Source: an optimization exercise on an open RTL-to-GDS flow (aim: small area, a short achievable clock period and few clock cycles per item). Production flows keep margins and buffers that such runs may drop.
Only simulation tests tie the RTL to the original design; equivalence was not proved.

==> flow/design.v (outline; a module is shown in full before it is edited, if it fits) <==
// module lut_eval: 337 lines
// module lut_interp: 101 lines
// module lut_coef_rom: 140 lines
// module lut_master: 69 lines
module lut_master #(parameter data_width = 16) (
		input wire clk,
		input wire reset,
		input wire req,
		input wire [8 - 1 : 0] lut_handle,
		input wire [data_width - 1 : 0] req_arg,
		output wire [data_width - 1 : 0] data_out,
		output reg valid,
		output reg invalid_request
	);
  // ...
==> flow/flow/run.sh <==
#!/bin/bash
# Standard layout, with the input and output ports buffered by buf_4 cells
# instead of the delay buffers buffer_ports picks by default.
set -euo pipefail
bash standard.sh "BUFFER_PORTS_ARGS=-buffer_cell sky130_fd_sc_hd__buf_4" finish > make_finish.log 2>&1
==> flow/standard.sh <==
#!/bin/bash
# synth_recipe.tcl (not shown) runs the flow's synth.tcl, then flattens the netlist and writes it again
# the make line also repeats each setting of config.mk as NAME=value (left out here)
make -C /OpenROAD-flow-scripts/flow DESIGN_CONFIG=/design/flow/config.mk WORK_HOME=/design/flow/orfs CLKGATE_MAP_FILE= SYNTH_SCRIPT=/design/flow/synth_recipe.tcl "${@:-finish}"
==> flow/config.mk <==
export PLATFORM = sky130hd
export DESIGN_NAME = lut_master
export DESIGN_NICKNAME = lut_master
export VERILOG_FILES = /design/flow/design.v
export SDC_FILE = /design/flow/constraint.sdc
export NUM_CORES = 4
export LEC_CHECK = 0
export ABC_AREA = 1
export CAP_MARGIN = 20
export CORE_MARGIN = 2
export CORE_UTILIZATION = 45
export PLACE_DENSITY = 0.6
export SLEW_MARGIN = 20
export SYNTH_MEMORY_MAX_BITS = 70000
==> flow/constraint.sdc <==
create_clock -name core_clock -period 8.0 [get_ports {clk}]
set_input_delay 1.6000 -clock core_clock [delete_from_list [all_inputs] [get_ports {clk}]]
set_output_delay 1.6000 -clock core_clock [all_outputs]
set_load 0.01 [all_outputs]
==> impl.org, run 1 <==
** Place
- PortBufs :: 44
- Worst setup slack before clock tree synthesis :: -0.0879 ns

** Logic synthesis
- By area, the combinational part of the netlist is dominated by adder cells.
- Largest area contributor in the synthesized netlist :: sky130_fd_sc_hd__fa_1
- For this run, asynchronously set or reset flops after synthesis account for 0%.
- Yosys attributes the largest share of cell area to sky130_fd_sc_hd__fa_1 (27%), sky130_fd_sc_hd__nand2_1 (14%), sky130_fd_sc_hd__inv_1 (9.3%).
- Yosys instantiated no cell more often than sky130_fd_sc_hd__nand2_1.
- Syn_area_per_cell :: 6.69 µm²
- The synthesized netlist devotes 12.0% of its cell area to compound gates.
- Portion of synthesized cell area occupied by the leading cell type :: 27.2%
- Sequential cells were found to cover 7.54% of the synthesized design area.
- The synthesized design contains 0 enable-type register cells.

** Clocking
- H-tree Lvls :: 2
- Sinks on Clock Net :: 41

** Layout
- Summing all multi-input logic gate instances after layout gives 8700 µm².
- Excluding fillers, the count of instances in the completed layout stands at 2048.
- Final sequential cell count :: 41
- Fraction of area in clock buffers and inverters :: 1.16%
- Most flops, register :: ya_r
- Commonest cells after routing, fill and taps aside :: sky130_fd_sc_hd__nand2_1 (406), sky130_fd_sc_hd__inv_1 (271), sky130_fd_sc_hd__nor2_1 (154)
- With fillers left out, the area of the finished cells amounts to 12300 µm².

** Worst setup path
- The most critical setup path has its endpoint at e_r.
- At the worst endpoint, the required time is 8.19 ns.
- Top fanout value on the critical path :: 18
- Setup slack on the worst reg-to-reg path comes out at 7.31 ns.
- The largest individual stage delay along the critical path comes from the cell sky130_fd_sc_hd__fa_1.

** Worst hold path
- Hold crit path type :: flip-flop to flip-flop
- For hold timing, the worst endpoint is invalid_request.

** Routing
- Summing over every cut layer, the via total after detailed routing is 12.0k.
- For this run, the detailed router's first-pass iteration total came to 7.
- In the routed layout, each cell is associated on average with a via count of 5.85.
- In the detailed route, the total length drawn on met3 is 4890 µm.
- DRC violation total after the first TritonRoute iteration :: 1599

** Flow run
- MaxCap Viol Count :: 0

** Run status
- Run status :: timing/DRC/antenna clean

** Die
- Well Taps :: 319
- Die outline width :: 160 µm
- The die is 160 µm tall.

** STA
- Setup repair after global routing left no endpoint under its margin.
- The worst path in the final design needs a cycle of 7.76 ns, including I/O delays and setup.
Testbench counts, summed over its fixed seeds: cycles 12,008, items 12,000.
==> run 2, diff against run 1 <==
==> flow/flow/run.sh (replaced) <==
#!/bin/bash
# Standard layout, with two changes: the input and output ports are buffered
# by buf_4 cells instead of the delay buffers buffer_ports picks by default,
# and synthesis leaves the adders to abc instead of mapping them to the
# platform's full/half adder cells (the registers are the standard ones).
set -euo pipefail
bash standard.sh "BUFFER_PORTS_ARGS=-buffer_cell sky130_fd_sc_hd__buf_4" "ADDER_MAP_FILE=" finish > make_finish.log 2>&1
==> run 2 against run 1 <==
Die area increased by 20%. Hold slack better by 0.0015 ns. Still clean. Critical path type unchanged. Synthesized cell count increased by 58%.
==> impl.org, run 2 <==
** Routing
- The detailed-route vias per instance came to 5.57 (was 5.85).
- DRC violation total after the first TritonRoute iteration :: 1736 (was 1599)
- The routed wirelength normalized by instance count was 18.2 µm (was 23.9 µm).
- The post-detailed-route DRC marker count is 0 (unchanged).
- DRT antenna net count :: 0 (unchanged)
- The detailed-routing iteration count for the pre-antenna-repair pass was 6 (was 7).
- The overall via count from detail_route is 16.5k (was 12.0k).
- The final wirelength came to 53800 µm (was 49000 µm).

** Place
- The count of buffers inserted at the top-level ports came to 44 (unchanged).
- The global placement routability congestion is 1.10 (was 1.20).
- Post-Place Cells :: 2956 (was 2040)
- The half-perimeter wire length after placement was 43600 µm (was 40400 µm).

** Die
- The I/O pin count came to 45 (unchanged).
- Die outline width :: 175 µm (was 160 µm)
- The effective utilization at floorplan came to 45.6% (was 46.1%).
- The core outline area came to 28700 µm² (was 23600 µm²).
- The number of cell rows is 62 (was 56).
- Die footprint :: 30500 µm² (was 25500 µm²)
- The die extent in y is 175 µm (was 160 µm).

** Logic synthesis
- The flip-flop and latch count after synthesis was 41 (unchanged).
- The cell area after synthesis came to 13100 µm² (was 10900 µm²).
- Total nets after synthesis :: 2590 (was 1847)
- The share of the synthesized area in the top cell type was 29.5% (was 27.2%).
- Largest area contributor in the synthesized netlist :: sky130_fd_sc_hd__nand2_1 (was sky130_fd_sc_hd__fa_1)
- The share of flip-flops with an asynchronous set or reset after synthesis came to 0% (unchanged).
- Number of enable-type register cells in the synthesized netlist :: 0 (unchanged)
- Number of warning messages in the yosys log :: 3 (unchanged)
- The most common cell in the synthesized netlist was sky130_fd_sc_hd__nand2_1 (unchanged).
- Cell types occupying the most area after synthesis: sky130_fd_sc_hd__nand2_1 (30%), sky130_fd_sc_hd__nand3_1 (12%), sky130_fd_sc_hd__inv_1 (7.7%) (was sky130_fd_sc_hd__fa_1 (27%), sky130_fd_sc_hd__nand2_1 (14%), sky130_fd_sc_hd__inv_1 (9.3%)).
- The sequential fraction of the synthesis area is 6.27% (was 7.54%).
- Post-synth top flop :: sky130_fd_sc_hd__dfxtp_1 (unchanged)
- The distinct cell type count after synthesis is 70 (was 51).
- Syn_area_per_cell :: 5.11 µm² (was 6.69 µm²)
- Syn Inst Count :: 2563 (was 1627)
- Top cell types by occurrence after synthesis :: sky130_fd_sc_hd__nand2_1 (1030), sky130_fd_sc_hd__nand3_1 (302), sky130_fd_sc_hd__inv_1 (270) (was sky130_fd_sc_hd__nand2_1 (406), sky130_fd_sc_hd__inv_1 (271), sky130_fd_sc_hd__nor2_1 (155))

** Worst setup path
- Setup Crit Path Kind :: input port to flip-flop (unchanged)
- The cell repeated most along the worst path is sky130_fd_sc_hd__nand2_1 (was sky130_fd_sc_hd__fa_1).
- The required time at the worst-slack endpoint is 8.19 ns (about the same).
- The largest fanout on the critical path was 45 (was 18).
- The maximum cell stage delay along the critical path was 0.70 ns (was 0.53 ns).
- The arrival time of the worst setup path was 6.53 ns (was 7.95 ns).
- The reg-to-reg startpoint is invalid_request (unchanged).
- The startpoint of the most critical setup path is lut_handle[0] (unchanged).
- The kind of end point of the critical path is a flip-flop (unchanged).
- Worst Path Buf+Inv :: 3 (was 7)
- The cell family contributing the most delay on the critical path is simple AND/OR/NAND/NOR gates (was adder cells).
- The startpoint kind of the worst setup timing path is an input port (unchanged).
- Crit-path slowest cell :: sky130_fd_sc_hd__o32ai_1 (was sky130_fd_sc_hd__fa_1)

** Worst hold path
- The launch point of the worst hold path was invalid_request (unchanged).
- The class of the tightest hold or removal check is flip-flop to flip-flop (unchanged).

** STA
- Slew at the pin with the worst max-slew slack :: 1.16 ns (was 1.12 ns)
- The minimum period implied by the final worst setup slack was 6.34 ns (was 7.76 ns).
- Setup TNS :: 0 ns (unchanged)
- The number of hold violations in the final report was 0 (unchanged).
- Final setup vio count :: 0 (unchanged)
- Slew Limit Fails :: 0 (unchanged)
- Unrepaired setup endpoints after global routing :: false (unchanged)
- Clock Skews :: 0.0000279 ns (was 0.00000899 ns)
- The final period utilization was 79.2% (was 97.0%).
- The highest achievable clock rate came to 158 MHz (was 129 MHz).
- The tightest slew margin relative to the limit is 22.4% (was 24.7%).

** Global route
- Global routing usage summed across all routing layers :: 34.6% (was 38.4%)
- Global route total overflow :: 0 (unchanged)
- Global-route wire length before repair :: 82500 µm (was 73200 µm)
- The number of global-route vias before repair was 15.1k (was 11.9k).
- The largest net degree at the start of global routing was 51 (was 35).
- The initial antenna violation count was 0 (unchanged).

** Clocking
- CTS Buf Count :: 5 (unchanged)
- The clock latency reported for the late side of the worst-skew pair came to 0.30 ns (was 0.29 ns).
- The clock tree from TritonCTS is built (unchanged).
- CTS hold repair buffers :: 0 (unchanged)
- Bufs on Longest Clock Path :: 2 (unchanged)
- The maximum level of the CTS H-tree was 2 (unchanged).
- Root Driver :: sky130_fd_sc_hd__clkbuf_16 (unchanged)
- Number of cells upsized or downsized after cts :: 0 (unchanged)
- Number of buffers inserted to repair setup after CTS :: 0 (unchanged)
- Sinks on Clock Net :: 41 (unchanged)
- Clock-pin transition on the worst setup and hold timing paths :: 0.06 ns (about the same)

** Layout
- Register Area :: 821 µm² (unchanged)
- The final-layout fill cell count was 3208 (was 2391).
- Number of cells in the finished layout apart from fillers :: 2965 (was 2048)
- Area growth from synthesis to layout :: 5.91% (was 13.4%)
- Commonest cells after routing, fill and taps aside :: sky130_fd_sc_hd__nand2_1 (1030), sky130_fd_sc_hd__nand3_1 (302), sky130_fd_sc_hd__inv_1 (270) (was sky130_fd_sc_hd__nand2_1 (406), sky130_fd_sc_hd__inv_1 (271), sky130_fd_sc_hd__nor2_1 (154))
- Most flops, register :: ya_r (unchanged)
- # nets final :: 2606 (was 1948)
- The multi-input logic area is 10700 µm² (was 8700 µm²).
- The number of flip-flops in the largest register came to 16 (unchanged).
- Most common library cell in the layout ignoring fill and taps :: sky130_fd_sc_hd__nand2_1 (unchanged)
- The share of layout cells above drive strength 1 was 11.0% (was 12.7%).

** Run status
- Run status :: timing/DRC/antenna clean (unchanged)

** Flow run
- The number of max-capacitance violations reported came to 0 (unchanged).
## run 2: cell count changes after synthesis, sizes merged, moves of 12 or more
cell   before   now
xor2       55   103
a21oi      58    77
or2         1    38
inv       283   299
nand4      20    32
nor2      162   222
xnor2      21    51
fa        148     0
ha         45     0
nand3     115   320
nand2     431  1111
## run 2: path summary, 6_finish.rpt
check,slack [ns],cells past startpoint,end
worst max-delay path,1.66,28,ya_r[6]
worst min-delay path,0.47,2,invalid_request
worst min register to register,0.47,2,invalid_request
worst max register to register,7.37,3,valid
## run 2: cell families after synthesis
group           after synthesis  share of synthesized area (%)
simple gates               1751                           59.0
buf+inv                     367                           12.3
compound gates              249                           11.6
xor+xnor                    154                           10.6
flops                        41                           6.27
fa+ha+maj                     1                         0.0765
## run 2: metal layers
layer	global-route usage, %	vias up	share of wire, %
met4	17.3	0	5.7
li1	-	8157	-
met2	55.2	805	43
met5	0	-	0
met3	8.49	185	10
met1	43.5	7370	41
## run 2: worst register-to-register path, cell delays in order (launching register included)
cell	delay (ns)
sky130_fd_sc_hd__dfxtp_1	0.31
sky130_fd_sc_hd__inv_1	0.06
sky130_fd_sc_hd__nand2_1	0.04
sky130_fd_sc_hd__nor3_1	0.15
## run 2: per-stage QoR
step | hold WS (ns) | setup WS, ns | area (µm²) | utilization [%]
6_report | 0.473 | 1.66 | 13900 | 48.3
5_1_grt | 0.543 | 1.24 | 13900 | 48.3
4_1_cts | 0.472 | 1.84 | 13900 | 48.3
3_5_place_dp | 0.463 | 1.53 | 13700 | 47.6
3_3_place_gp | 0.456 | 1.49 | 13700 | 47.6
2_1_floorplan | 0.488 | 3.05 | 13100 | -
## run 2: area by class of cell
type / instances / share of cell area (%)
repair buffers: 73 / 4.13
inverters: 303 / 8.20
multi-input cells: 2155 / 76.9
flip-flops and latches: 41 / 5.92
diodes: 1 / 0.0180
clock buffers: 5 / 0.902
well taps: 384 / 3.47
clock inverters: 3 / 0.496
==> run 3, diff against run 2 <==
--- a/flow/config.mk
+++ b/flow/config.mk
@@ -10,5 +10,6 @@
 export CORE_MARGIN = 2
 export CORE_UTILIZATION = 45
 export PLACE_DENSITY = 0.6
+export SETUP_SLACK_MARGIN = 1.0
 export SLEW_MARGIN = 20
 export SYNTH_MEMORY_MAX_BITS = 70000
==> run 3 against run 2 <==
First-iteration DRC count is the same. Flip-flop and latch count is the same. Clock-buffer cell count is the same. Die area is the same. Fmax is the same. Register-to-register slack is essentially flat. Final cell count is the same. Critical path type unchanged. Critical endpoint unchanged. Largest cell class unchanged. Via count is the same. Synthesized cell count is the same.
==> impl.org, run 3 <==
** STA
- Slew Limit Fails :: 0 (unchanged)
- Number of failing hold endpoints at the final stage :: 0 (unchanged)
- The final period utilization came to 79.2% (unchanged).
- Clock Skews :: 0.0000279 ns (unchanged)
- Post-route minimum period :: 6.34 ns (unchanged)
- Fmax achieved :: 158 MHz (unchanged)
- Rel. slew slack :: 22.4% (unchanged)
- Unrepaired setup endpoints after global routing :: false (unchanged)
- The number of endpoints failing setup at the final stage is 0 (unchanged).
- Setup TNS :: 0 ns (unchanged)
- The transition time at the pin with the least slew margin is 1.16 ns (unchanged).

** Clocking
- Root Driver :: sky130_fd_sc_hd__clkbuf_16 (unchanged)
- Number of cells upsized or downsized after cts :: 0 (unchanged)
- H-tree Lvls :: 2 (unchanged)
- The number of buffers inserted during clock tree synthesis came to 5 (unchanged).
- Sinks on Clock Net :: 41 (unchanged)
- Insertion delay to the later sink of the worst-skew pair :: 0.30 ns (about the same)
- Clock-pin transition on the worst setup and hold timing paths :: 0.06 ns (about the same)
- Number of buffers inserted to repair setup after CTS :: 0 (unchanged)
- The maximum clock path buffer count is 2 (unchanged).
- The quantity of hold-fixing buffers added after cts came to 0 (unchanged).
- The clock tree from TritonCTS is built (unchanged).

** Routing
- The detailed-routing iteration count for the pre-antenna-repair pass is 6 (unchanged).
- Residual DRC :: 0 (unchanged)
- DRT antenna net count :: 0 (unchanged)
- The final wirelength was 53800 µm (unchanged).
- The detailed-route vias per instance came to 5.57 (unchanged).
- Per-cell routed wire length :: 18.2 µm (unchanged)
- The number of design-rule violations left by the first detailed-router iteration is 1736 (unchanged).
- The overall via count from detail_route is 16.5k (unchanged).

** Layout
- The share of layout cells above drive strength 1 is 11.0% (unchanged).
- Area growth from synthesis to layout :: 5.91% (unchanged)
- The number of flip-flops in the largest register was 16 (unchanged).
- Commonest cells after routing, fill and taps aside :: sky130_fd_sc_hd__nand2_1 (1030), sky130_fd_sc_hd__nand3_1 (302), sky130_fd_sc_hd__inv_1 (270) (unchanged)
- Area used by multi-input combinational logic :: 10700 µm² (unchanged)
- The final design instance area without fill came to 13900 µm² (unchanged).
- Most common library cell in the layout ignoring fill and taps :: sky130_fd_sc_hd__nand2_1 (unchanged)
- Most flops, register :: ya_r (unchanged)
- Number of cells in the finished layout apart from fillers :: 2965 (unchanged)
- The number of nets in the layout was 2606 (unchanged).
- # fillers :: 3208 (unchanged)
- Layout Utilization :: 48.3% (unchanged)
- The sequential cell area is 821 µm² (unchanged).

** Global route
- The global-route usage over all layers came to 34.6% (unchanged).
- The first-pass GRT wire length came to 82500 µm (unchanged).
- The initial antenna violation count came to 0 (unchanged).
- The remaining global-route overflow is 0 (unchanged).
- Pin count of the biggest net entering global routing :: 51 (unchanged)
- Vias in the first global route :: 15.1k (unchanged)

** Worst setup path
- The arrival time of the worst setup path came to 6.53 ns (about the same).
- Flop2flop setup slack :: 7.37 ns (about the same)
- The reg-to-reg startpoint was invalid_request (unchanged).
- The kind of end point of the critical path was a flip-flop (unchanged).
- Capturing point of the worst reg2reg path :: valid (unchanged)
- Register-to-Register Path Depth :: 3 (unchanged)
- Top fanout value on the critical path :: 45 (unchanged)
- Required time of the critical path :: 8.19 ns (about the same)
- The start-to-end type of the worst setup path is input port to flip-flop (unchanged).
- Sort of element at the start of the critical path :: input port (unchanged)

** Logic synthesis
- The share of flip-flops with an asynchronous set or reset after synthesis is 0% (unchanged).
- Number of warning messages in the yosys log :: 3 (unchanged)
- The sequential fraction of the synthesis area is 6.27% (unchanged).
- Syn_area_per_cell :: 5.11 µm² (unchanged)
- Top cell types by occurrence after synthesis: sky130_fd_sc_hd__nand2_1 (1030), sky130_fd_sc_hd__nand3_1 (302), sky130_fd_sc_hd__inv_1 (270) (unchanged).
- Cell types occupying the most area after synthesis: sky130_fd_sc_hd__nand2_1 (30%), sky130_fd_sc_hd__nand3_1 (12%), sky130_fd_sc_hd__inv_1 (7.7%) (unchanged).
- Count leader, synth :: sky130_fd_sc_hd__nand2_1 (unchanged)
- The top cell type by total area after synthesis is sky130_fd_sc_hd__nand2_1 (unchanged).
- The share of the synthesized area in the top cell type is 29.5% (unchanged).
- The cell area after synthesis is 13100 µm² (unchanged).
- The flip-flop and latch count after synthesis came to 41 (unchanged).
- Total nets after synthesis :: 2590 (unchanged)
- The distinct cell type count after synthesis is 70 (unchanged).
- Number of enable-type register cells in the synthesized netlist :: 0 (unchanged)
- Syn Inst Count :: 2563 (unchanged)
- Post-synth top flop :: sky130_fd_sc_hd__dfxtp_1 (unchanged)

** Worst hold path
- Number of cells on the worst hold path :: 2 (unchanged)
- The terminating pin of the worst hold path was invalid_request (unchanged).
- The launch point of the worst hold path was invalid_request (unchanged).
- The class of the tightest hold or removal check is flip-flop to flip-flop (unchanged).

** Run status
- Run status: timing/DRC/antenna clean (unchanged).

** Flow run
- MaxCap Viol Count :: 0 (unchanged)

** Die
- Chip height :: 175 µm (unchanged)
- Die footprint :: 30500 µm² (unchanged)
- The number of cell rows was 62 (unchanged).
- The effective utilization at floorplan came to 45.6% (unchanged).
- Die outline width :: 175 µm (unchanged)
- The core outline area was 28700 µm² (unchanged).
- The I/O pin count was 45 (unchanged).

** Place
- PortBufs :: 44 (unchanged)
- Post-Place Cells :: 2956 (unchanged)
- DPL Wire Length :: 43600 µm (unchanged)
- The post-placement cell area was 13700 µm² (unchanged).
- The global placement routability congestion is 1.10 (unchanged).
==> run 3: cell counts after synthesis <==
No cell type changed its count.
==> run 3: layout make-up <==
type                            count  share of cell area [%]
Multi-Input combinational cell   2155                    76.9
Inverter                          303                    8.20
Sequential cell                    41                    5.92
Timing Repair Buffer               73                    4.13
Tap cell                          384                    3.47
Clock buffer                        5                   0.902
Clock inverter                      3                   0.496
Antenna cell                        1                  0.0180
==> run 3: critical path, stage by stage <==
cell	delay, ns
sky130_fd_sc_hd__buf_4	0.43
sky130_fd_sc_hd__inv_2	0.15
sky130_fd_sc_hd__nand2_2	0.11
sky130_fd_sc_hd__nand2_2	0.14
sky130_fd_sc_hd__nand2_1	0.12
sky130_fd_sc_hd__nand2_2	0.37
sky130_fd_sc_hd__buf_12	0.34
sky130_fd_sc_hd__nand2_1	0.26
sky130_fd_sc_hd__nand2_1	0.28
sky130_fd_sc_hd__o32ai_1	0.70
sky130_fd_sc_hd__nand2_1	0.17
sky130_fd_sc_hd__nand3_1	0.21
sky130_fd_sc_hd__nor2_1	0.09
sky130_fd_sc_hd__a21oi_1	0.21
sky130_fd_sc_hd__or2_1	0.18
sky130_fd_sc_hd__nand2_1	0.08
sky130_fd_sc_hd__xor2_1	0.24
sky130_fd_sc_hd__nand2_1	0.11
sky130_fd_sc_hd__nand2_1	0.10
sky130_fd_sc_hd__o21ai_2	0.08
sky130_fd_sc_hd__nand2_1	0.08
sky130_fd_sc_hd__nand2_1	0.08
sky130_fd_sc_hd__nand2_1	0.08
sky130_fd_sc_hd__nand2_2	0.07
sky130_fd_sc_hd__nand2_1	0.07
sky130_fd_sc_hd__nand2_1	0.07
sky130_fd_sc_hd__nand2_1	0.06
sky130_fd_sc_hd__nand2_1	0.04
==> run 3: cell families (layout without fill, tap and decap cells) <==
family	count (synthesis)	in the layout	share of synthesized area, %
AOI/OAI and AO/OA	249	249	11.6
xor gates and xnor gates	154	154	10.6
adders and majority gates	1	1	0.0765
buffers and inverters	367	384	12.3
DFF	41	41	6.27
other	0	1	0
and+or+nand+nor	1751	1751	59.0
==> run 3: worst max path at each step <==
stage                  startpoint           end
finish              lut_handle[0]       ya_r[6]
global route        lut_handle[0]           e_r
CTS                 lut_handle[0]       ya_r[6]
detailed placement  lut_handle[0]       ya_r[6]
global placement    lut_handle[0]       ya_r[7]
floorplan                     e_r  data_out[12]
==> run 3: per-layer routing <==
metal / wire (µm) / share of wire [%] / track usage, % / vias to the layer above
met5: 0 / 0 / 0 / -
met4: 3040 / 5.7 / 17.3 / 0
met3: 5500 / 10 / 8.49 / 185
met2: 23100 / 43 / 55.2 / 805
met1: 22200 / 41 / 43.5 / 7370
li1: - / - / - / 8157
==> run 3: metrics by stage <==
step | hold slack [ns] | worst slack [ns]
after floorplan | 0.488 | 3.05
after global placement | 0.456 | 1.49
after detailed placement | 0.463 | 1.53
after CTS | 0.472 | 1.84
after global routing | 0.543 | 1.24
final | 0.473 | 1.66
==> run 4, diff against run 3 <==
--- a/flow/config.mk
+++ b/flow/config.mk
@@ -10,6 +10,6 @@
 export CORE_MARGIN = 2
 export CORE_UTILIZATION = 45
 export PLACE_DENSITY = 0.6
-export SETUP_SLACK_MARGIN = 1.0
+export SETUP_SLACK_MARGIN = 2.5
 export SLEW_MARGIN = 20
 export SYNTH_MEMORY_MAX_BITS = 70000
==> run 4 against run 3 <==
Still clean. Core utilization is 5.7 points higher. Final cell count increased by 2.7%. Non-clock buffer count is 73 higher. Setup slack improved by 0.83 ns. Register-to-register slack is essentially flat. Sequential share of layout area shrank 0.60 points. Clock skew unchanged. Clock-buffer cell count unchanged. Area after synthesis is the same. Largest cell class unchanged.
==> impl.org, run 4 <==
** Logic synthesis
- Yosys cell types :: 70 (unchanged)
- Flip-flop and latch count after synthesis :: 41 (unchanged)
- Largest area contributor in the synthesized netlist :: sky130_fd_sc_hd__nand2_1 (unchanged)
- The cell count after synthesis was 2563 (unchanged).
- Number of enable-type register cells in the synthesized netlist :: 0 (unchanged)
- Total standard cell area after synthesis :: 13100 µm² (unchanged)
- The average cell area after synthesis came to 5.11 µm² (unchanged).
- The share of the synthesized area in the top cell type was 29.5% (unchanged).
- The total number of yosys warnings was 3 (unchanged).
- The share of flip-flops with an asynchronous set or reset after synthesis was 0% (unchanged).
- The most used flip-flop cell after synthesis is sky130_fd_sc_hd__dfxtp_1 (unchanged).
- The sequential fraction of the synthesis area is 6.27% (unchanged).
- The most common cell in the synthesized netlist was sky130_fd_sc_hd__nand2_1 (unchanged).
- Top cell types by occurrence after synthesis: sky130_fd_sc_hd__nand2_1 (1030), sky130_fd_sc_hd__nand3_1 (302), sky130_fd_sc_hd__inv_1 (270) (unchanged).
- Cell types occupying the most area after synthesis: sky130_fd_sc_hd__nand2_1 (30%), sky130_fd_sc_hd__nand3_1 (12%), sky130_fd_sc_hd__inv_1 (7.7%) (unchanged).
- The total nets after synthesis is 2590 (unchanged).

** STA
- The setup clock skew after layout is 0.0000279 ns (unchanged).
- The tightest slew margin relative to the limit was 36.9% (was 22.4%).
- Post-route minimum period :: 5.51 ns (was 6.34 ns)
- Fmax achieved :: 181 MHz (was 158 MHz)
- Final setup vio count :: 0 (unchanged)
- Slew Limit Fails :: 0 (unchanged)
- Setup TNS :: 0 ns (unchanged)
- The transition time at the pin with the least slew margin was 0.936 ns (was 1.16 ns).
- The final period utilization was 68.9% (was 79.2%).
- Number of failing hold endpoints at the final stage :: 0 (unchanged)
- Unrepaired setup endpoints after global routing :: true (was false)
- Final worst slack :: 2.49 ns (was 1.66 ns)
- The hold slack came to 0.473 ns (about the same).

** Die
- The die outline width came to 175 µm (unchanged).
- Row Count :: 62 (unchanged)
- Floorplan core area :: 28700 µm² (unchanged)
- Initial cell density of the core :: 45.6% (unchanged)
- The die extent in y is 175 µm (unchanged).
- I/O pin count :: 45 (unchanged)
- The area of the die was 30500 µm² (unchanged).

** Clocking
- CTS Buf Count :: 5 (unchanged)
- H-tree Lvls :: 2 (unchanged)
- The quantity of hold-fixing buffers added after cts is 0 (unchanged).
- The clock latency reported for the late side of the worst-skew pair came to 0.30 ns (about the same).
- Clock tree from TritonCTS :: built (unchanged)
- The clock sink total was 41 (unchanged).
- The maximum clock path buffer count was 2 (unchanged).
- The clock transition at the register clock pins on the worst setup and hold paths after CTS was 0.06 ns (about the same).
- Root Driver :: sky130_fd_sc_hd__clkbuf_16 (unchanged)

** Global route
- The most crowded layer after global routing was met2 (unchanged).
- Met3 usage in global routing :: 8.16% (was 8.49%)
- Global routing usage summed across all routing layers :: 34.9% (was 34.6%)
- Pin count of the biggest net entering global routing :: 51 (unchanged)
- The global routing met1 resource utilization is 43.8% (was 43.5%).
- Global-route wire length before repair :: 83100 µm (was 82500 µm)
- Vias in the first global route :: 15.2k (was 15.1k)
- The remaining global-route overflow was 0 (unchanged).
- The initial antenna violation count was 0 (unchanged).
- GR Util met2 :: 55.9% (was 55.2%)

** Worst setup path
- The required time at the worst-slack endpoint is 6.40 ns (was 8.19 ns).
- The maximum cell stage delay along the critical path was 0.34 ns (was 0.70 ns).
- The cell at the slowest stage of the critical path was sky130_fd_sc_hd__dfxtp_2 (was sky130_fd_sc_hd__o32ai_1).
- The largest fanout on the critical path was 5 (was 45).
- Worst Path Buf+Inv :: 6 (was 3)
- The arrival time of the worst setup path came to 3.91 ns (was 6.53 ns).
- The kind of end point of the critical path is an output port (was flip-flop).
- Family with the most delay on the worst path :: simple AND/OR/NAND/NOR gates (unchanged)
- Sort of element at the start of the critical path :: flip-flop (was input port)
- The start-to-end type of the worst setup path is flip-flop to output port (was input port to flip-flop).

** Layout
- Most flops, register :: ya_r (unchanged)
- The number of nets in the layout is 2687 (was 2606).
- Max reg flops :: 16 (unchanged)
- The leading cell type in the layout, fill and taps excluded is sky130_fd_sc_hd__nand2_1 (unchanged).
- The number of antenna repair diodes is 0 (was 1).
- Commonest cells after routing, fill and taps aside: sky130_fd_sc_hd__nand2_1 (964), sky130_fd_sc_hd__nand3_1 (290), sky130_fd_sc_hd__inv_1 (262) (was sky130_fd_sc_hd__nand2_1 (1030), sky130_fd_sc_hd__nand3_1 (302), sky130_fd_sc_hd__inv_1 (270)).
- The final design instance area without fill came to 15500 µm² (was 13900 µm²).
- Share of cells above drive strength 1 :: 19.5% (was 11.0%)
- Area growth from synthesis to layout :: 18.5% (was 5.91%)

** Place
- DPL Wire Length :: 43600 µm (unchanged)
- Worst setup slack before clock tree synthesis :: 1.53 ns (unchanged)
- Total cell area at the placement stage :: 13700 µm² (unchanged)
- GP Congestion :: 1.10 (unchanged)
- The count of buffers inserted at the top-level ports came to 44 (unchanged).

** Routing
- The overall via count from detail_route is 17.2k (was 16.5k).
- Wire length reported by the detailed router :: 57000 µm (was 53800 µm)
- The number of nets with antenna violations after detailed routing came to 0 (unchanged).
- The detailed-routing iteration count for the pre-antenna-repair pass came to 6 (unchanged).
- The routed wirelength normalized by instance count is 18.7 µm (was 18.2 µm).
- Residual DRC :: 0 (unchanged)
- The number of design-rule violations left by the first detailed-router iteration was 1921 (was 1736).
- Routed vias/inst :: 5.66 (was 5.57)

** Run status
- Run status: timing/DRC/antenna clean (unchanged).

** Flow run
- The number of max-capacitance violations reported came to 0 (unchanged).

** Worst hold path
- Hold crit path type :: flip-flop to flip-flop (unchanged)
## run 4: cell counts after synthesis
Identical to the previous run, type by type.
## run 4: layout make-up
cell class | count | area (µm²)
Inverter | 303 | 1150
Tap cell | 384 | 480
Sequential cell | 41 | 826
Clock buffer | 5 | 125
Clock inverter | 3 | 68.8
Timing Repair Buffer | 146 | 1260
Fill cell | 3056 | 13200
Timing Repair inverter | 1 | 7.51
Multi-Input combinational cell | 2162 | 11600
## run 4: what timing repair did
item,CTS,global route
resized for setup,53,192
buffers inserted,13,59
endpoints found under the setup margin,34,34
cloned,1,8
pin swaps,12,45
## run 4: metrics by stage
stage / cells / utilization [%]
final: 3045 / 54.0
after global routing: 3045 / 54.0
after CTS: 2978 / 49.4
after detailed placement: 2956 / 47.6
after global placement: 2956 / 47.6
after floorplan: 2563 / -
## run 4: path summary, 6_finish.rpt
check / startpoint / to / slack, ns / depth (start not counted)
max: e_r / data_out[7] / 2.49 / 25
min: invalid_request / invalid_request / 0.47 / 2
max reg2reg: invalid_request / valid / 7.37 / 3
min reg2reg: invalid_request / invalid_request / 0.47 / 2
## run 4: worst register-to-register path, delay by kind of cell (launching register included)
kind                   cells  cell delay (ns)
DFF                        1             0.31
buffers and inverters      1             0.06
and+or+nand+nor            2             0.19
## run 4: kinds of logic (layout without fill, tap and decap cells)
family,after synthesis,in the layout,synth area share [%]
AND/OR/NAND/NOR,1751,1758,59.0
buffers and inverters,367,458,12.3
AO/OA/AOI/OAI,249,249,11.6
XOR/XNOR,154,154,10.6
flip-flops,41,41,6.27
adder cells (fa/ha/maj),1,1,0.0765
## run 4: metal layers
metal	routed length, µm	share of wire [%]
met1	22600	40
met2	24400	43
met3	6500	11
met4	3490	6.1
met5	0	0
==> run 5, diff against run 4 <==
--- a/flow/config.mk
+++ b/flow/config.mk
@@ -10,6 +10,6 @@
 export CORE_MARGIN = 2
 export CORE_UTILIZATION = 45
 export PLACE_DENSITY = 0.6
-export SETUP_SLACK_MARGIN = 2.5
+export SETUP_SLACK_MARGIN = 2.0
 export SLEW_MARGIN = 20
 export SYNTH_MEMORY_MAX_BITS = 70000
==> run 5 against run 4 <==
Area after synthesis did not move. Fmax fell by 2.9%. Setup slack got worse by 0.16 ns. Sequential share of layout area rose by 0.46 points. Clock-buffer cell count did not move. Synthesized cell count did not move.
==> impl.org, run 5 <==
** Routing
- The routed wirelength normalized by instance count was 18.2 µm (was 18.7 µm).
- Wire length reported by the detailed router :: 54000 µm (was 57000 µm)
- DRC violation total after the first TritonRoute iteration :: 1795 (was 1921)
- Met2 wire length :: 23300 µm (was 24400 µm)
- The routed length on met3 was 5460 µm (was 6500 µm).
- The detailed-route vias per instance was 5.56 (was 5.66).
- The number of nets with antenna violations after detailed routing came to 0 (unchanged).
- Detailed-route via count :: 16.5k (was 17.2k)
- The length of routed wiring on met1 was 22200 µm (was 22600 µm).
- Router iterations before antenna repair :: 6 (unchanged)
- Top Metal Used :: met4 (unchanged)
- Residual DRC :: 0 (unchanged)

** Die
- Die outline width :: 175 µm (unchanged)
- The number of cell rows came to 62 (unchanged).
- The die extent in y came to 175 µm (unchanged).
- The effective utilization at floorplan was 45.6% (unchanged).
- The area of the die is 30500 µm² (unchanged).
- I/O pin count :: 45 (unchanged)
- The core outline area was 28700 µm² (unchanged).

** Clocking
- Bufs on Longest Clock Path :: 2 (unchanged)
- The clock latency reported for the late side of the worst-skew pair was 0.30 ns (about the same).
- H-tree Lvls :: 2 (unchanged)
- The clock transition at the register clock pins on the worst setup and hold paths after CTS came to 0.06 ns (about the same).
- CTS hold repair buffers :: 0 (unchanged)
- Root Driver :: sky130_fd_sc_hd__clkbuf_16 (unchanged)
- The clock tree from TritonCTS is built (unchanged).
- CTS Buf Count :: 5 (unchanged)
- Sinks on Clock Net :: 41 (unchanged)

** Logic synthesis
- The most used flip-flop cell after synthesis was sky130_fd_sc_hd__dfxtp_1 (unchanged).
- The distinct cell type count after synthesis was 70 (unchanged).
- Proportion of synthesized area in mux cells :: 0% (unchanged)
- Top cell types by occurrence after synthesis :: sky130_fd_sc_hd__nand2_1 (1030), sky130_fd_sc_hd__nand3_1 (302), sky130_fd_sc_hd__inv_1 (270) (unchanged)
- The most common cell in the synthesized netlist is sky130_fd_sc_hd__nand2_1 (unchanged).
- Syn_area_per_cell :: 5.11 µm² (unchanged)
- Portion of synthesized cell area occupied by the leading cell type :: 29.5% (unchanged)
- Synth Area in Simple Gates :: 59.0% (unchanged)
- Combinational family with the most area after synthesis :: simple AND/OR/NAND/NOR gates (unchanged)
- Cell types occupying the most area after synthesis: sky130_fd_sc_hd__nand2_1 (30%), sky130_fd_sc_hd__nand3_1 (12%), sky130_fd_sc_hd__inv_1 (7.7%) (unchanged).
- The share of flip-flops with an asynchronous set or reset after synthesis came to 0% (unchanged).
- Adder-Cell Fraction of Synth Area :: 0.0765% (unchanged)
- Number of enable-type register cells in the synthesized netlist :: 0 (unchanged)
- The cell area after synthesis is 13100 µm² (unchanged).
- Largest area contributor in the synthesized netlist :: sky130_fd_sc_hd__nand2_1 (unchanged)
- The complex-gate fraction of the synthesized area was 11.6% (unchanged).
- Sequential-to-total area share from yosys stat :: 6.27% (unchanged)
- Flip-flop and latch count after synthesis :: 41 (unchanged)
- Post-synthesis share of cell area spent on xor and xnor gates :: 10.6% (unchanged)
- The cell count after synthesis came to 2563 (unchanged).
- Total nets after synthesis :: 2590 (unchanged)
- Number of warning messages in the yosys log :: 3 (unchanged)

** Worst setup path
- The startpoint kind of the worst setup timing path is an input port (was flip-flop).
- The arrival time of the worst setup path was 5.87 ns (was 3.91 ns).
- Capturing element type of the critical path :: flip-flop (was output port)
- The required time at the worst-slack endpoint was 8.19 ns (was 6.40 ns).
- The start-to-end type of the worst setup path is input port to flip-flop (was flip-flop to output port).
- Top fanout value on the critical path :: 45 (was 5)

** STA
- Fmax achieved :: 176 MHz (was 181 MHz)
- Hold Worst Slack :: 0.473 ns (about the same)
- Post-route minimum period :: 5.67 ns (was 5.51 ns)
- Setup TNS :: 0 ns (unchanged)
- Slew at the pin with the worst max-slew slack :: 0.864 ns (was 0.936 ns)
- Final Cycle Share :: 70.9% (was 68.9%)
- Final setup vio count :: 0 (unchanged)
- The setup clock skew after layout was 0.0000279 ns (about the same).
- Number of failing hold endpoints at the final stage :: 0 (unchanged)
- The tightest slew margin relative to the limit was 41.8% (was 36.9%).
- Unrepaired setup endpoints after global routing :: true (unchanged)
- The count of final max-slew check failures was 0 (unchanged).

** Layout
- Max reg flops :: 16 (unchanged)
- The final-layout fill cell count was 3188 (was 3056).
- Most common library cell in the layout ignoring fill and taps :: sky130_fd_sc_hd__nand2_1 (unchanged)
- The share of layout cells above drive strength 1 was 12.4% (was 19.5%).
- The sequential cell area came to 821 µm² (was 826 µm²).
- The signed area change from the synthesized netlist to the final layout was 8.31% (was 18.5%).
- The final design instance area without fill was 14200 µm² (was 15500 µm²).
- The number of antenna repair diodes is 0 (unchanged).
- Number of cells in the finished layout apart from fillers :: 2974 (was 3045)
- The multi-input logic area is 10900 µm² (was 11600 µm²).
- Layout Utilization :: 49.4% (was 54.0%)
- The number of nets in the layout is 2616 (was 2687).
- The register with the most flip-flops is ya_r (unchanged).
- Commonest cells after routing, fill and taps aside :: sky130_fd_sc_hd__nand2_1 (1021), sky130_fd_sc_hd__nand3_1 (301), sky130_fd_sc_hd__inv_1 (269) (was sky130_fd_sc_hd__nand2_1 (964), sky130_fd_sc_hd__nand3_1 (290), sky130_fd_sc_hd__inv_1 (262))

** Global route
- The remaining global-route overflow was 0 (unchanged).
- The number of global-route vias before repair came to 15.1k (was 15.2k).
- The largest net degree at the start of global routing is 51 (unchanged).
- The first-pass GRT wire length was 82500 µm (was 83100 µm).
- The global-route usage over all layers came to 34.6% (was 34.9%).
- Antenna violations before repair :: 0 (unchanged)

** Place
- The post-placement cell area was 13700 µm² (unchanged).
- The global placement routability congestion came to 1.10 (unchanged).
- PortBufs :: 44 (unchanged)
- The half-perimeter wire length after placement came to 43600 µm (unchanged).
- Post-Place Cells :: 2956 (unchanged)

** Run status
- Run status: timing/DRC/antenna clean (unchanged).

** Flow run
- The number of max-capacitance violations reported is 0 (unchanged).

** Worst hold path
- The class of the tightest hold or removal check is flip-flop to flip-flop (unchanged).
[run 5: cell counts after synthesis]
Identical to the previous run, type by type.
[run 5: metrics by stage]
stage,setup WS (ns)
final,2.33
after global routing,1.93
after CTS,2.01
after detailed placement,1.53
after global placement,1.49
after floorplan,3.05
[run 5: layer usage]
layer	GRT usage [%]	up-vias
li1	-	8173
met1	43.5	7408
met2	55.2	771
met3	8.40	195
met4	17.4	0
met5	0	-
[run 5: final cells by class]
class                           count  share of cell area (%)
Inverter                          303                    8.07
Tap cell                          384                    3.39
Multi-Input combinational cell   2155                    76.6
Clock buffer                        5                   0.882
Timing Repair inverter              1                  0.0353
Timing Repair Buffer               82                    4.72
Clock inverter                      3                   0.485
Sequential cell                    41                    5.79
[run 5: logic make-up (layout without fill, tap and decap cells)]
logic type      Yosys count  count (layout)
compound gates          249             249
fa+ha+maj                 1               1
buf+inv                 367             394
xor+xnor                154             154
flops                    41              41
simple gates           1751            1751
[run 5: worst max-delay path, stage by stage]
cell and delay (ns):
sky130_fd_sc_hd__buf_12 0.21, sky130_fd_sc_hd__inv_2 0.11, sky130_fd_sc_hd__nand2_2 0.08, sky130_fd_sc_hd__nand2_2 0.13
sky130_fd_sc_hd__nand2_1 0.16, sky130_fd_sc_hd__nand2_4 0.26, sky130_fd_sc_hd__nor2_8 0.31, sky130_fd_sc_hd__nand2_1 0.20
sky130_fd_sc_hd__nand3_1 0.11, sky130_fd_sc_hd__o21ai_0 0.22, sky130_fd_sc_hd__nand3b_1 0.27, sky130_fd_sc_hd__o2111ai_1 0.48
sky130_fd_sc_hd__or2_2 0.47, sky130_fd_sc_hd__nand2_1 0.07, sky130_fd_sc_hd__xnor2_1 0.16, sky130_fd_sc_hd__nand2_1 0.08
sky130_fd_sc_hd__nand2_1 0.06, sky130_fd_sc_hd__inv_1 0.04, sky130_fd_sc_hd__or2_1 0.22, sky130_fd_sc_hd__nand2_1 0.11
sky130_fd_sc_hd__xor2_1 0.15, sky130_fd_sc_hd__nand2_1 0.09, sky130_fd_sc_hd__nand2_1 0.09, sky130_fd_sc_hd__nand3b_1 0.10
sky130_fd_sc_hd__nand2_1 0.05
[run 5: final timing paths]
path                                 startpoint         endpoint  slack (ns)  depth (start not counted)
worst max-delay path              lut_handle[0]          ya_r[6]        2.33                         25
worst min-delay path            invalid_request  invalid_request        0.47                          2
worst max register to register  invalid_request            valid        7.37                          3
worst min register to register  invalid_request  invalid_request        0.47                          2
[run 5: what timing repair did]
| item | CTS | global route |
|---|---|---|
| hold endpoints to repair | 0 | 0 |
| resized for setup | 8 | 45 |
| cloned | 1 | 0 |
| setup buffers | 0 | 9 |
| endpoints found under the setup margin | 11 | 27 |
| pin swaps | 0 | 3 |
==> run 6, diff against run 5 <==
--- a/flow/config.mk
+++ b/flow/config.mk
@@ -13,3 +13,4 @@
 export SETUP_SLACK_MARGIN = 2.0
 export SLEW_MARGIN = 20
 export SYNTH_MEMORY_MAX_BITS = 70000
+export TNS_END_PERCENT = 20
==> run 6 against run 5 <==
First-iteration DRC count fell by 9.2%. Area after synthesis stayed put. Fmax shrank 0.20%. Critical path type unchanged. Critical endpoint unchanged. Largest cell class unchanged.
==> impl.org, run 6 <==
** Run status
- Run status: timing/DRC/antenna clean (unchanged).

** Logic synthesis
- The total number of yosys warnings was 3 (unchanged).
- Yosys cell types :: 70 (unchanged)
- The cell area after synthesis came to 13100 µm² (unchanged).
- The share of the synthesized area in the top cell type was 29.5% (unchanged).
- Syn_area_per_cell :: 5.11 µm² (unchanged)
- Proportion of synthesized area in mux cells :: 0% (unchanged)
- Top cell types by occurrence after synthesis :: sky130_fd_sc_hd__nand2_1 (1030), sky130_fd_sc_hd__nand3_1 (302), sky130_fd_sc_hd__inv_1 (270) (unchanged)
- Count leader, synth :: sky130_fd_sc_hd__nand2_1 (unchanged)
- The share of flip-flops with an asynchronous set or reset after synthesis came to 0% (unchanged).
- The complex-gate fraction of the synthesized area is 11.6% (unchanged).
- Largest area contributor in the synthesized netlist :: sky130_fd_sc_hd__nand2_1 (unchanged)
- Cell types occupying the most area after synthesis: sky130_fd_sc_hd__nand2_1 (30%), sky130_fd_sc_hd__nand3_1 (12%), sky130_fd_sc_hd__inv_1 (7.7%) (unchanged).
- Flip-flop and latch count after synthesis :: 41 (unchanged)
- The sequential fraction of the synthesis area was 6.27% (unchanged).
- The cell count after synthesis is 2563 (unchanged).
- The largest family of logic cells by synthesized area was simple AND/OR/NAND/NOR gates (unchanged).
- Post-synthesis share of cell area spent on xor and xnor gates :: 10.6% (unchanged)
- Adder-Cell Fraction of Synth Area :: 0.0765% (unchanged)
- The total nets after synthesis came to 2590 (unchanged).
- The most used flip-flop cell after synthesis is sky130_fd_sc_hd__dfxtp_1 (unchanged).
- Number of enable-type register cells in the synthesized netlist :: 0 (unchanged)
- Synth Area in Simple Gates :: 59.0% (unchanged)

** Clocking
- The maximum level of the CTS H-tree came to 2 (unchanged).
- Insertion delay to the later sink of the worst-skew pair :: 0.30 ns (about the same)
- CTS Buf Count :: 5 (unchanged)
- The maximum clock path buffer count came to 2 (unchanged).
- Clock-pin transition on the worst setup and hold timing paths :: 0.06 ns (about the same)
- Root Driver :: sky130_fd_sc_hd__clkbuf_16 (unchanged)
- Sinks on Clock Net :: 41 (unchanged)
- The clock tree from TritonCTS was built (unchanged).
- The quantity of hold-fixing buffers added after cts is 0 (unchanged).

** Routing
- Routed vias/inst :: 5.58 (was 5.56)
- Router iterations before antenna repair :: 6 (unchanged)
- The number of nets with antenna violations after detailed routing came to 0 (unchanged).
- Detailed-route via count :: 16.6k (was 16.5k)
- Residual DRC :: 0 (unchanged)
- DRC violation total after the first TritonRoute iteration :: 1629 (was 1795)
- Per-cell routed wire length :: 18.2 µm (about the same)
- Wire length reported by the detailed router :: 54100 µm (was 54000 µm)

** Worst setup path
- The largest fanout on the critical path was 45 (unchanged).
- Critical path depth in cells :: 25 (unchanged)
- Required time of the critical path :: 8.19 ns (about the same)
- Flop2flop setup slack :: 7.37 ns (about the same)
- Capturing point of the worst reg2reg path :: valid (unchanged)
- Cell with the most instances on the worst path :: sky130_fd_sc_hd__nand2_1 (unchanged)
- The maximum cell stage delay along the critical path is 0.49 ns (was 0.48 ns).
- The number of cells traversed by the worst register-to-register path is 3 (unchanged).
- CP startpoint :: lut_handle[0] (unchanged)
- Data arrival time of the critical path :: 5.88 ns (was 5.87 ns)
- The startpoint kind of the worst setup timing path was an input port (unchanged).
- Startpoint of the most critical register-to-register path :: invalid_request (unchanged)
- The kind of end point of the critical path was a flip-flop (unchanged).
- Worst Path Buf+Inv :: 3 (unchanged)
- Setup Crit Path Kind :: input port to flip-flop (unchanged)
- Crit-path slowest cell :: sky130_fd_sc_hd__o2111ai_1 (unchanged)
- Family with the most delay on the worst path :: simple AND/OR/NAND/NOR gates (unchanged)
- The endpoint of the worst setup timing path is ya_r[6] (unchanged).

** STA
- The number of hold violations in the final report came to 0 (unchanged).
- Clock Skews :: 0.0000282 ns (was 0.0000279 ns)
- Slew at the pin with the worst max-slew slack :: 0.909 ns (was 0.864 ns)
- Hold Worst Slack :: 0.473 ns (about the same)
- The summed negative setup slack over all endpoints was 0 ns (unchanged).
- Unrepaired setup endpoints after global routing :: true (unchanged)
- The minimum period implied by the final worst setup slack was 5.68 ns (was 5.67 ns).
- The number of endpoints failing setup at the final stage is 0 (unchanged).
- Rel. slew slack :: 38.7% (was 41.8%)
- The final period utilization came to 71.1% (was 70.9%).
- Slew Limit Fails :: 0 (unchanged)
- The highest achievable clock rate came to 176 MHz (about the same).

** Die
- The area of the die was 30500 µm² (unchanged).
- Initial cell density of the core :: 45.6% (unchanged)
- Floorplan core area :: 28700 µm² (unchanged)
- The die outline width came to 175 µm (unchanged).
- Row Count :: 62 (unchanged)
- The die extent in y was 175 µm (unchanged).
- I/O pin count :: 45 (unchanged)

** Place
- The half-perimeter wire length after placement was 43600 µm (unchanged).
- The global placement routability congestion came to 1.10 (unchanged).
- The count of buffers inserted at the top-level ports was 44 (unchanged).

** Layout
- The share of layout cells above drive strength 1 is 12.3% (was 12.4%).
- Layout Utilization :: 49.3% (was 49.4%)
- Most common library cell in the layout ignoring fill and taps :: sky130_fd_sc_hd__nand2_1 (unchanged)
- Antenna cell count :: 0 (unchanged)
- The multi-input logic area came to 10800 µm² (was 10900 µm²).
- Register Area :: 821 µm² (unchanged)
- The final-layout fill cell count is 3186 (was 3188).
- The register with the most flip-flops is ya_r (unchanged).
- Commonest cells after routing, fill and taps aside :: sky130_fd_sc_hd__nand2_1 (1021), sky130_fd_sc_hd__nand3_1 (301), sky130_fd_sc_hd__inv_1 (269) (unchanged)
- The signed area change from the synthesized netlist to the final layout came to 8.14% (was 8.31%).
- The number of nets in the layout was 2616 (unchanged).
- The number of flip-flops in the largest register is 16 (unchanged).

** Global route
- The largest net degree at the start of global routing came to 51 (unchanged).
- The global-route usage over all layers is 34.6% (about the same).
- Global route total overflow :: 0 (unchanged)
- The number of global-route vias before repair was 15.1k (about the same).
- Antenna violations before repair :: 0 (unchanged)
- Global-route wire length before repair :: 82500 µm (about the same)

** Worst hold path
- The class of the tightest hold or removal check was flip-flop to flip-flop (unchanged).
- The hold-critical path depth is 2 (unchanged).

** Flow run
- MaxCap Viol Count :: 0 (unchanged)
run 6: cell counts after synthesis:
Identical to the previous run, type by type.
run 6: how the worst min path moves through the flow:
stage                    start               to  slack, ns
2_1_floorplan  invalid_request  invalid_request       0.49
3_3_place_gp   invalid_request  invalid_request       0.46
3_5_place_dp   invalid_request  invalid_request       0.46
4_1_cts        invalid_request  invalid_request       0.47
5_1_grt        invalid_request  invalid_request       0.54
6_report       invalid_request  invalid_request       0.47
run 6: repair_timing:
| action | CTS | global route |
|---|---|---|
| setup endpoints to repair | 11 | 33 |
| setup buffers | 0 | 9 |
| endpoints found under the hold margin | 0 | 0 |
| pin swaps | 0 | 3 |
| gates cloned | 0 | 1 |
| gates resized for setup | 1 | 49 |
run 6: routing by layer:
metal  wire length, µm  vias up  GRT usage, %  share of wire (%)
met5                 0        -             0                  0
met4              3120        0          17.3                5.8
met3              5590      198          8.40                 10
met2             23300      817          55.2                 43
met1             22100     7414          43.5                 41
li1                  -     8180             -                  -
run 6: logic make-up after synthesis:
family	count (synthesis)
adder cells (fa/ha/maj)	1
AND/OR/NAND/NOR	1751
flip-flops	41
XOR/XNOR	154
buffers and inverters	367
AO/OA/AOI/OAI	249
run 6: cell type report:
cell class / instances / area share (%)
multi-input cells: 2155 / 76.6
clock inverters: 3 / 0.486
inverters: 303 / 8.06
flip-flops and latches: 41 / 5.80
repair buffers: 82 / 4.73
well taps: 384 / 3.39
repair inverters: 1 / 0.0354
clock buffers: 5 / 0.884
run 6: per-stage QoR:
stage | cells | setup WS [ns] | cell area [µm²]
3_3_place_gp | 2956 | 1.49 | 13700
2_1_floorplan | 2563 | 3.05 | 13100
3_5_place_dp | 2956 | 1.53 | 13700
5_1_grt | 2974 | 1.97 | 14200
6_report | 2974 | 2.32 | 14200
4_1_cts | 2964 | 1.84 | 13900
run 6: worst min-delay path: cells and delay by family (launching register included):
family          cells  cell delay, ns
flops               1            0.31
buf+inv             1            0.06
compound gates      1            0.06
==> run 7, diff against run 6 <==
--- a/flow/config.mk
+++ b/flow/config.mk
@@ -9,8 +9,8 @@
 export CAP_MARGIN = 20
 export CORE_MARGIN = 2
 export CORE_UTILIZATION = 45
+export GPL_TIMING_DRIVEN = 0
 export PLACE_DENSITY = 0.6
 export SETUP_SLACK_MARGIN = 2.0
 export SLEW_MARGIN = 20
 export SYNTH_MEMORY_MAX_BITS = 70000
-export TNS_END_PERCENT = 20
==> run 7 against run 6 <==
Area after synthesis unchanged. Critical path type is now flip-flop to output port. Setup slack got worse by 0.24 ns. Fmax down 4.1%. Flip-flop and latch count is the same. Cell area grew 0.67%. Hold slack gained 0.0085 ns. Critical path depth is 5 lower. Synthesized cell count stayed put.
==> impl.org, run 7 <==
** STA
- Unrepaired setup endpoints after global routing: true (unchanged).
- The number of hold violations in the final report is 0 (unchanged).
- Final worst slack :: 2.07 ns (was 2.32 ns)
- Rel. slew slack :: 44.1% (was 38.7%)
- The summed negative setup slack over all endpoints was 0 ns (unchanged).
- The number of endpoints failing setup at the final stage came to 0 (unchanged).
- The transition time at the pin with the least slew margin is 0.839 ns (was 0.909 ns).
- The minimum period implied by the final worst setup slack was 5.93 ns (was 5.68 ns).
- The count of final max-slew check failures is 0 (unchanged).
- Final Cycle Share :: 74.1% (was 71.1%)
- Fmax achieved :: 169 MHz (was 176 MHz)
- Clock Skews :: 0.0000626 ns (was 0.0000282 ns)

** Global route
- Pin count of the biggest net entering global routing :: 15 (was 51)
- Global route total overflow :: 0 (unchanged)
- The first-pass GRT wire length came to 92000 µm (was 82500 µm).
- The initial antenna violation count came to 1 (was 0).
- The number of global-route vias before repair was 16.2k (was 15.1k).
- Global routing usage summed across all routing layers :: 39.3% (was 34.6%)

** Clocking
- CTS hold repair buffers :: 0 (unchanged)
- Bufs on Longest Clock Path :: 2 (unchanged)
- The maximum level of the CTS H-tree came to 2 (unchanged).
- Clock tree from TritonCTS :: built (unchanged)
- The clock root buffer master is sky130_fd_sc_hd__clkbuf_16 (unchanged).
- Insertion delay to the later sink of the worst-skew pair :: 0.30 ns (about the same)
- The number of buffers inserted during clock tree synthesis came to 5 (unchanged).
- Sinks on Clock Net :: 41 (unchanged)
- Clock-pin transition on the worst setup and hold timing paths :: 0.06 ns (about the same)

** Die
- Die footprint :: 30500 µm² (unchanged)
- Initial cell density of the core :: 45.6% (unchanged)
- The core outline area is 28700 µm² (unchanged).
- Die outline width :: 175 µm (unchanged)
- Chip height :: 175 µm (unchanged)
- The number of cell rows is 62 (unchanged).
- I/O pin count :: 45 (unchanged)

** Routing
- The detailed-route vias per instance was 5.86 (was 5.58).
- Wire length reported by the detailed router :: 61900 µm (was 54100 µm)
- The number of nets with antenna violations after detailed routing is 0 (unchanged).
- The post-detailed-route DRC marker count is 0 (unchanged).
- The number of design-rule violations left by the first detailed-router iteration is 2002 (was 1629).
- Detailed-route via count :: 17.6k (was 16.6k)
- The routed wirelength normalized by instance count was 20.6 µm (was 18.2 µm).
- Router iterations before antenna repair :: 6 (unchanged)

** Worst setup path
- The number of cells traversed by the worst register-to-register path came to 3 (unchanged).
- The arrival time of the worst setup path was 4.33 ns (was 5.88 ns).
- Setup Crit Path Kind :: flip-flop to output port (was input port to flip-flop)
- Sort of element at the start of the critical path :: flip-flop (was input port)
- The largest fanout on the critical path came to 5 (was 45).
- The kind of end point of the critical path was an output port (was flip-flop).
- The required time at the worst-slack endpoint was 6.40 ns (was 8.19 ns).

** Logic synthesis
- The number of synthesized flops with an enable pin is 0 (unchanged).
- The cell area after synthesis is 13100 µm² (unchanged).
- Flip-flop and latch count after synthesis :: 41 (unchanged)
- Cell types occupying the most area after synthesis: sky130_fd_sc_hd__nand2_1 (30%), sky130_fd_sc_hd__nand3_1 (12%), sky130_fd_sc_hd__inv_1 (7.7%) (unchanged).
- Number of warning messages in the yosys log :: 3 (unchanged)
- Post-synth top flop :: sky130_fd_sc_hd__dfxtp_1 (unchanged)
- The share of flip-flops with an asynchronous set or reset after synthesis was 0% (unchanged).
- The cell count after synthesis is 2563 (unchanged).
- Yosys cell types :: 70 (unchanged)
- Largest area contributor in the synthesized netlist :: sky130_fd_sc_hd__nand2_1 (unchanged)
- Portion of synthesized cell area occupied by the leading cell type :: 29.5% (unchanged)
- The average cell area after synthesis is 5.11 µm² (unchanged).
- Sequential-to-total area share from yosys stat :: 6.27% (unchanged)
- Top cell types by occurrence after synthesis: sky130_fd_sc_hd__nand2_1 (1030), sky130_fd_sc_hd__nand3_1 (302), sky130_fd_sc_hd__inv_1 (270) (unchanged).
- Total nets after synthesis :: 2590 (unchanged)
- The most common cell in the synthesized netlist is sky130_fd_sc_hd__nand2_1 (unchanged).

** Run status
- Run status: timing/DRC/antenna clean (unchanged).

** Worst hold path
- The class of the tightest hold or removal check is flip-flop to flip-flop (unchanged).
- Number of cells on the worst hold path :: 2 (unchanged)

** Place
- The worst slack at placement came to 1.92 ns (was 1.53 ns).
- The post-placement cell area was 13900 µm² (was 13700 µm²).
- The count of buffers inserted at the top-level ports is 39 (was 44).
- GP Congestion :: 1.07 (was 1.10)
- The half-perimeter wire length after placement is 49000 µm (was 43600 µm).
- Post-Place Cells :: 2986 (was 2956)

** Layout
- The final design instance area without fill is 14300 µm² (was 14200 µm²).
- Max reg flops :: 16 (unchanged)
- The number of cells in the finished layout apart from fillers came to 3000 (was 2974).
- The signed area change from the synthesized netlist to the final layout came to 8.87% (was 8.14%).
- Most common library cell in the layout ignoring fill and taps :: sky130_fd_sc_hd__nand2_1 (unchanged)
- The register with the most flip-flops is ya_r (unchanged).
- The final-layout fill cell count is 2997 (was 3186).
- Commonest cells after routing, fill and taps aside :: sky130_fd_sc_hd__nand2_1 (1022), sky130_fd_sc_hd__nand3_1 (300), sky130_fd_sc_hd__inv_1 (269) (was sky130_fd_sc_hd__nand2_1 (1021), sky130_fd_sc_hd__nand3_1 (301), sky130_fd_sc_hd__inv_1 (269))
- Share of cells above drive strength 1 :: 12.7% (was 12.3%)
- The final core utilization was 49.7% (was 49.3%).
- # nets final :: 2641 (was 2616)

** Flow run
- The number of max-capacitance violations reported is 0 (unchanged).
run 7: cell type report:
type | count | area, µm² | area share (%)
antenna | 1 | 2.50 | 0.0176
sequential | 41 | 822 | 5.77
clock buffer | 5 | 125 | 0.878
clock inverter | 3 | 43.8 | 0.307
buffer | 64 | 494 | 3.47
inverter | 303 | 1140 | 8.01
timing repair buffer | 44 | 343 | 2.41
multi-input combinational | 2155 | 10800 | 75.8
tap | 384 | 480 | 3.37
run 7: metal layers:
metal / share of wire [%] / track usage, % / wire, µm / vias up
met5: 0.021 / 0 / 13 / -
met4: 5.4 / 17.8 / 3320 / 2
met3: 9.1 / 6.30 / 5640 / 215
met2: 44 / 64.2 / 27300 / 1010
met1: 41 / 50.7 / 25600 / 8124
li1: - / - / - / 8236
run 7: through the flow:
step,hold slack (ns)
floorplan,0.488
global placement,0.453
detailed placement,0.463
CTS,0.478
global route,0.530
finish,0.481
run 7: critical path: stages, from the launching register on:
cell and delay (ns):
sky130_fd_sc_hd__dfxtp_1 0.33, sky130_fd_sc_hd__nand2_1 0.05, sky130_fd_sc_hd__inv_1 0.12, sky130_fd_sc_hd__nand2_4 0.09, sky130_fd_sc_hd__nor2_4 0.16, sky130_fd_sc_hd__nand2_1 0.17
sky130_fd_sc_hd__xor2_2 0.37, sky130_fd_sc_hd__nor2_1 0.14, sky130_fd_sc_hd__maj3_1 0.39, sky130_fd_sc_hd__xor2_1 0.18, sky130_fd_sc_hd__xnor2_1 0.18, sky130_fd_sc_hd__or2_2 0.30
sky130_fd_sc_hd__nand3_1 0.12, sky130_fd_sc_hd__nand3_2 0.11, sky130_fd_sc_hd__o21ai_2 0.20, sky130_fd_sc_hd__nand2_2 0.13, sky130_fd_sc_hd__o21ai_4 0.21, sky130_fd_sc_hd__nand2_1 0.11
sky130_fd_sc_hd__o21ai_1 0.18, sky130_fd_sc_hd__xor2_1 0.30, sky130_fd_sc_hd__buf_4 0.18
run 7: final timing paths:
kind	from	end	slack, ns
worst max-delay path	dh_r[0]	data_out[8]	2.07
worst min-delay path	invalid_request	invalid_request	0.48
worst max register to register	invalid_request	valid	7.32
worst min register to register	invalid_request	invalid_request	0.48
run 7: cell families (layout without fill, tap and decap cells):
kind of cell	after synthesis	after routing	synth area share (%)
simple gates	1751	1751	59.0
xor+xnor	154	154	10.6
other cells	0	1	0
flops	41	41	6.27
buf+inv	367	419	12.3
fa+ha+maj	1	1	0.0765
compound gates	249	249	11.6
run 7: timing repair:
item,4_1_cts,5_1_grt
pin swaps,0,11
gates resized for setup,4,51
setup endpoints to repair,9,19
setup buffers,0,5

[port drivers added, routing unchanged]
In the flow no input, the clock included, has a driving cell. The finished layouts below were timed again as built, in two steps. Step 1 sets driving cells, clkbuf_16 on the clock port and buf_2 on the other inputs (assumed; they add their load-dependent delay and slew). Step 2 also shifts input and output timing later by t, the mid clock arrival at the registers, as if the neighbouring blocks saw the same clock. Three values: ideal, step 1, step 2; two values: the first two.
| run | t (ns) | setup WS [ns] | clock arrival spread, ns | pins driven straight from the clock port |
|---|---|---|---|---|
| run 1 | 0.331 | 0.244 / 0.263 / -0.068 | 0.005 / 0.006 | 1 |
| run 2 | 0.356 | 1.662 / 1.692 / 1.336 | 0.020 / 0.021 | 1 |
| run 3 | 0.356 | 1.662 / 1.692 / 1.336 | 0.020 / 0.021 | 1 |
| run 4 | 0.358 | 2.490 / 2.437 / 2.129 | 0.019 / 0.019 | 1 |
| run 5 | 0.357 | 2.326 / 2.309 / 1.963 | 0.021 / 0.020 | 1 |
| run 6 | 0.356 | 2.315 / 2.289 / 1.951 | 0.019 / 0.020 | 1 |
| run 7 | 0.338 | 2.070 / 2.027 / 1.915 | 0.003 / 0.003 | 1 |
With both steps, setup timing fails in run 1, where it was met with ideal ports. The setup slack of run 6, which loses most, moves by -0.026 ns with the drivers and by -0.364 ns with both steps.
